What follows belongs to an exercise in optimizing a design on an open flow for small area; a production flow would make more cautious choices.
Function was checked by simulation only, so behaviour that the tests miss may differ from the original.
The clock port is modelled as an ideal driver, which makes a skipped or thinned clock tree look cheaper than it is; a real chip needs a root buffer or a tree.
No activity file was given, so power comes from the tool's default toggle rates.

Setup of rev 12:
// sv_uart_engine
module sv_uart_engine
#(
  parameter int DATA_WIDTH = 24
)
(
  input  logic                  iclk          ,
  input  logic                  irst          ,
  output logic [DATA_WIDTH-1:0] m_axis_tdata  ,
  output logic                  m_axis_tvalid ,
  input  logic                  m_axis_tready ,
  input  logic [DATA_WIDTH-1:0] s_axis_tdata  ,
  input  logic                  s_axis_tvalid ,
  output logic                  s_axis_tready ,
  input  logic           [15:0] idivider      ,
  output logic                  otx           ,
  input  logic                  irx
);
clock: 5.0 ns
lec_check: 0
abc_area: 1
cap_margin: 0
core_margin: 2
core_utilization: 50
place_density: 0.65
slew_margin: 0
standard.sh (not shown) runs the stock make flow with config.mk's settings and CLKGATE_MAP_FILE= SYNTH_SCRIPT=/design/flow/synth_recipe.tcl, a recipe that flattens the netlist after the stock synthesis.
==> flow/flow/run.sh <==
#!/bin/bash
# Standard ORFS layout, with these changes: every port gets the smallest
# buffer; logic cells start at their smallest drive strength (flow/downsize.tcl,
# before floorplanning; the repair steps size up what needs it); one tie cell
# drives all constant outputs; the clock tree is built from clkbuf_8, and leaves with at most 10 sinks get clkbuf_4 (flow/cts_leaves.tcl),
# without dummy loads. make's output goes to make_flow.log here; ORFS writes
# each step's log under orfs/logs.
set -euo pipefail
here=$(pwd)
export BUFFER_PORTS_ARGS="-buffer_cell sky130_fd_sc_hd__buf_1"
export CTS_ARGS="-sink_clustering_enable -repair_clock_nets -dont_use_dummy_load -buf_list sky130_fd_sc_hd__clkbuf_8"
export PRE_FLOORPLAN_TCL="$here/flow/downsize.tcl"
export SKIP_REPAIR_TIE_FANOUT=1
export POST_CTS_TCL="$here/flow/cts_leaves.tcl"
bash standard.sh > make_flow.log 2>&1
Other scripts of this flow, unchanged in this note and not shown: flow/flow/cts_leaves.tcl, flow/flow/downsize.tcl
Inputs modified between rev 12 and rev 13:
# rev 12
export LEC_CHECK = 0
export ABC_AREA = 1
export CAP_MARGIN = 0
export CORE_MARGIN = 2
export CORE_UTILIZATION = 50
export PLACE_DENSITY = 0.65
export SLEW_MARGIN = 0
create_clock -name core_clock -period 5.0 [get_ports {iclk}]
# rev 13
export LEC_CHECK = 0
export CAP_MARGIN = 0
export CORE_MARGIN = 2
export CORE_UTILIZATION = 50
export PLACE_DENSITY = 0.65
export SLEW_MARGIN = 0
create_clock -name core_clock -period 5.0 [get_ports {iclk}]
Results
- Diff rev 12 -> rev 13 | routed wire length on met2 | decrease of about 16%
- In rev 13, the net switching component of the power came out 0.085 mW below the value in rev 12.
- The area used by multi-input combinational logic in rev 13 was lower than what rev 12 gave.

---

== exp/harbor ==
Starting RTL as in the previous note.
clock: 5.0 ns
lec_check: 0
cap_margin: 0
core_margin: 2
core_utilization: 50
place_density: 0.65
slew_margin: 0
==> flow/flow/run.sh <==
#!/bin/bash
# The standard ORFS layout with these changes:
# - synthesis is synth_recipe.tcl unchanged except that ABC maps with
#   flow/abc_area.script (an area-oriented mapping) instead of ORFS's speed
#   script; registers are mapped before ABC, so they are the same as the
#   standard synthesis's;
# - logic cells start at their smallest drive strength (flow/downsize.tcl,
#   before floorplanning); the repair steps size up whatever needs it;
# - every port gets the smallest buffer, buf_1;
# - one tie cell drives all constant outputs;
# - instead of a clock tree, four clkbuf_8, each driving a quarter of the
#   registers grouped by position, hang directly off the clock port
#   (flow/clock_buffer.tcl, before CTS).
# make's output goes to make_synth.log and make_flow.log here; ORFS writes
# each step's log under orfs/logs.
set -euo pipefail
here=$(pwd)
{
  printf 'proc abc {args} {\n'
  printf '  set i [lsearch $args -script]\n'
  printf '  if {$i >= 0} { lset args [expr {$i + 1}] {%s} }\n' "$here/flow/abc_area.script"
  printf '  yosys abc {*}$args\n'
  printf '}\n'
  cat synth_recipe.tcl
} > area_synth.tcl
sed "s|SYNTH_SCRIPT=[^ ]*|SYNTH_SCRIPT=$here/area_synth.tcl|" standard.sh > area_standard.sh
grep -q "SYNTH_SCRIPT=$here/area_synth.tcl" area_standard.sh

export BUFFER_PORTS_ARGS="-buffer_cell sky130_fd_sc_hd__buf_1"

export PRE_FLOORPLAN_TCL="$here/flow/downsize.tcl"
export PRE_CTS_TCL="$here/flow/clock_buffer.tcl"
export SKIP_REPAIR_TIE_FANOUT=1

bash area_standard.sh synth > make_synth.log 2>&1
bash standard.sh > make_flow.log 2>&1
==> flow/flow/abc_area.script <==
strash
dch
amap
topo
==> flow/flow/clock_buffer.tcl <==
# Sourced before CTS, in place of the tree: the register clock pins are split
# into four groups by position (halves by x, then each half by y), and one
# clock buffer at each group's centre drives its group. The clock port drives
# only these four buffers. clock_tree_synthesis then has nothing to build.
set block [ord::get_db_block]
set db [ord::get_db]
set clknet [$block findNet iclk]
set master [$db findMaster sky130_fd_sc_hd__clkbuf_8]
set sinks {}
foreach it [$clknet getITerms] {
  if { ![$it isInputSignal] } { continue }
  set bb [[$it getInst] getBBox]
  lappend sinks [list $it [expr { ([$bb xMin] + [$bb xMax]) / 2 }] [expr { ([$bb yMin] + [$bb yMax]) / 2 }]]
}
proc halves { items key } {
  set s [lsort -integer -index $key $items]
  set h [expr { [llength $s] / 2 }]
  return [list [lrange $s 0 [expr { $h - 1 }]] [lrange $s $h end]]
}
set groups {}
foreach half [halves $sinks 1] {
  foreach q [halves $half 2] { lappend groups $q }
}
set g 0
foreach grp $groups {
  set buf [odb::dbInst_create $block $master clkbuf_leaf_${g}_iclk]
  set net [odb::dbNet_create $block clknet_leaf_${g}_iclk]
  $net setSigType CLOCK
  set sx 0; set sy 0
  foreach s $grp {
    lassign $s it x y
    set sx [expr { $sx + $x }]; set sy [expr { $sy + $y }]
    $it disconnect
    $it connect $net
  }
  [$buf findITerm A] connect $clknet
  [$buf findITerm X] connect $net
  set n [llength $grp]
  $buf setLocation [expr { $sx / $n }] [expr { $sy / $n }]
  $buf setPlacementStatus PLACED
  puts "clock_buffer: clkbuf_leaf_${g}_iclk drives $n clock pins"
  incr g
}
proc clock_tree_synthesis { args } { puts "clock_tree_synthesis skipped: the clock is buffered already" }
Other scripts of this flow, unchanged in this note and not shown: flow/flow/downsize.tcl
What exp/delta does differently from exp/harbor at the input level:
- CORE_UTILIZATION now 65, was 50
- PLACE_DENSITY now 0.75, was 0.65
==> flow/flow/abc_area.script <==
strash
dch
amap
strash
dch
amap
topo
- On multi-input combinational cell count, the higher figure sits with exp/delta, not exp/harbor.
- NOTE: power in exp/delta exceeds that of exp/harbor
- Global-route usage was lower in exp/harbor than in exp/delta.
- Min layout inverter count without the clock tree across exp/delta and exp/harbor: exp/delta
> inputs changed (exp/delta -> exp/cedar)
- swapping 65 for 75 in CORE_UTILIZATION
- swapping 0.75 for 0.85 in PLACE_DENSITY
Summary: total number of vias, exp/cedar worse than exp/delta. In the tables for exp/cedar and exp/delta, final critical-path required period reads higher with exp/cedar. Of exp/cedar and exp/delta, the higher routed wire length belongs to exp/cedar. Across both runs, starting density of the core was higher for exp/cedar than for exp/delta.
Input-level comparison between exp/violet and exp/cedar:
- CORE_UTILIZATION changed from 75 to 65
- PLACE_DENSITY changed from 0.85 to 0.75
diff --git a/flow/flow/run.sh b/flow/flow/run.sh
--- a/flow/flow/run.sh
+++ b/flow/flow/run.sh
@@ -2,5 +2,5 @@
 # The standard ORFS layout with these changes:
 # - synthesis is synth_recipe.tcl unchanged except that ABC maps with
-#   flow/abc_area.script (an area-oriented mapping) instead of ORFS's speed
+#   flow/abc_area.script (an area-oriented mapping, amap, run twice) instead of ORFS's speed
 #   script; registers are mapped before ABC, so they are the same as the
 #   standard synthesis's;
@@ -9,6 +9,6 @@
 # - every port gets the smallest buffer, buf_1;
 # - one tie cell drives all constant outputs;
-# - instead of a clock tree, four clkbuf_8, each driving a quarter of the
-#   registers grouped by position, hang directly off the clock port
+# - instead of a clock tree, four clock buffers, each driving a group of
+#   registers close together, hang directly off the clock port
 #   (flow/clock_buffer.tcl, before CTS).
 # make's output goes to make_synth.log and make_flow.log here; ORFS writes
==> flow/flow/clock_buffer.tcl <==
# Sourced before CTS, in place of the tree: the register clock pins are split
# into four groups by position: sorted by x, the first 40 pins are split by y
# into two groups of 20, the rest by y into 20 and the remainder. One clock
# buffer at each group's centre drives its group: clkbuf_8 for up to 20 pins,
# clkbuf_16 for more. The clock port drives only these four buffers.
# clock_tree_synthesis then has nothing to build.
set block [ord::get_db_block]
set db [ord::get_db]
set clknet [$block findNet iclk]
set sinks {}
foreach it [$clknet getITerms] {
  if { ![$it isInputSignal] } { continue }
  set bb [[$it getInst] getBBox]
  lappend sinks [list $it [expr { ([$bb xMin] + [$bb xMax]) / 2 }] [expr { ([$bb yMin] + [$bb yMax]) / 2 }]]
}
proc split_at { items key n } {
  set s [lsort -integer -index $key $items]
  return [list [lrange $s 0 [expr { $n - 1 }]] [lrange $s $n end]]
}
set groups {}
lassign [split_at $sinks 1 40] left right
foreach q [split_at $left 2 20] { lappend groups $q }
foreach q [split_at $right 2 20] { lappend groups $q }
set g 0
foreach grp $groups {
  if { [llength $grp] > 20 } {
    set master [$db findMaster sky130_fd_sc_hd__clkbuf_16]
  } else {
    set master [$db findMaster sky130_fd_sc_hd__clkbuf_8]
  }
  set buf [odb::dbInst_create $block $master clkbuf_leaf_${g}_iclk]
  set net [odb::dbNet_create $block clknet_leaf_${g}_iclk]
  $net setSigType CLOCK
  set sx 0; set sy 0
  foreach s $grp {
    lassign $s it x y
    set sx [expr { $sx + $x }]; set sy [expr { $sy + $y }]
    $it disconnect
    $it connect $net
  }
  [$buf findITerm A] connect $clknet
  [$buf findITerm X] connect $net
  set n [llength $grp]
  $buf setLocation [expr { $sx / $n }] [expr { $sy / $n }]
  $buf setPlacementStatus PLACED
  puts "clock_buffer: clkbuf_leaf_${g}_iclk ([$master getName]) drives $n clock pins"
  incr g
}
proc clock_tree_synthesis { args } { puts "clock_tree_synthesis skipped: the clock is buffered already" }
[summary]
Total power: exp/violet below exp/cedar. Going from exp/cedar to exp/violet, final cell count without fillers up 19, proportion of power drawn by the clock network up 0.9 points, clock skew flat. Global-route wire length before repair, exp/violet vs exp/cedar: down by a little under 10%. Taking exp/violet as 1.0, exp/cedar lands at 1.3 on length of routed met2 wiring. Wire length, exp/violet and exp/cedar: smaller value in exp/violet. Between exp/violet and exp/cedar, the met1 routing resource usage after global routing is lower for exp/violet. Looking at actual slew at the worst max-slew pin, exp/violet sits 24 ps below exp/cedar.
In every run of this note, the design's own scripts or RTL, not TritonCTS, make the clock network.

==> port drivers added, routing unchanged <==
In the flow no input, the clock included, has a driving cell. The finished layouts below were timed again as built, in two steps.
Step 1: set_driving_cell puts a clkbuf_16 on iclk and a buf_2 on each other input, an assumption about the parent block.
Step 2 moves the port delays by t, midway between the first and last clock arrival at a register: inputs arrive t later, outputs are due t later. That takes back most of the time a late clock gives input paths.
Three values: no drivers, after step 1, after step 2; two values: the first two.
run | shift t [ns] | setup WS [ns] | worst setup path after step 2 | worst register clock-pin slew, ns | worst slew at a driven data input, ns
rev 12 | 0.364 | 0.610 / 0.610 / 0.610 | register to register | 0.11 / 0.11 | 0.03
rev 13 | 0.371 | 0.810 / 0.810 / 0.810 | register to register | 0.11 / 0.11 | 0.04
exp/harbor | 0.233 | 0.543 / 0.543 / 0.543 | register to register | 0.12 / 0.12 | 0.05
exp/delta | 0.227 | 0.511 / 0.511 / 0.511 | register to register | 0.12 / 0.12 | 0.04
exp/cedar | 0.229 | 0.439 / 0.440 / 0.440 | register to register | 0.12 / 0.12 | 0.04
exp/violet | 0.224 | 0.493 / 0.493 / 0.493 | register to register | 0.11 / 0.11 | 0.04
After both steps setup and hold are still met in every run listed.
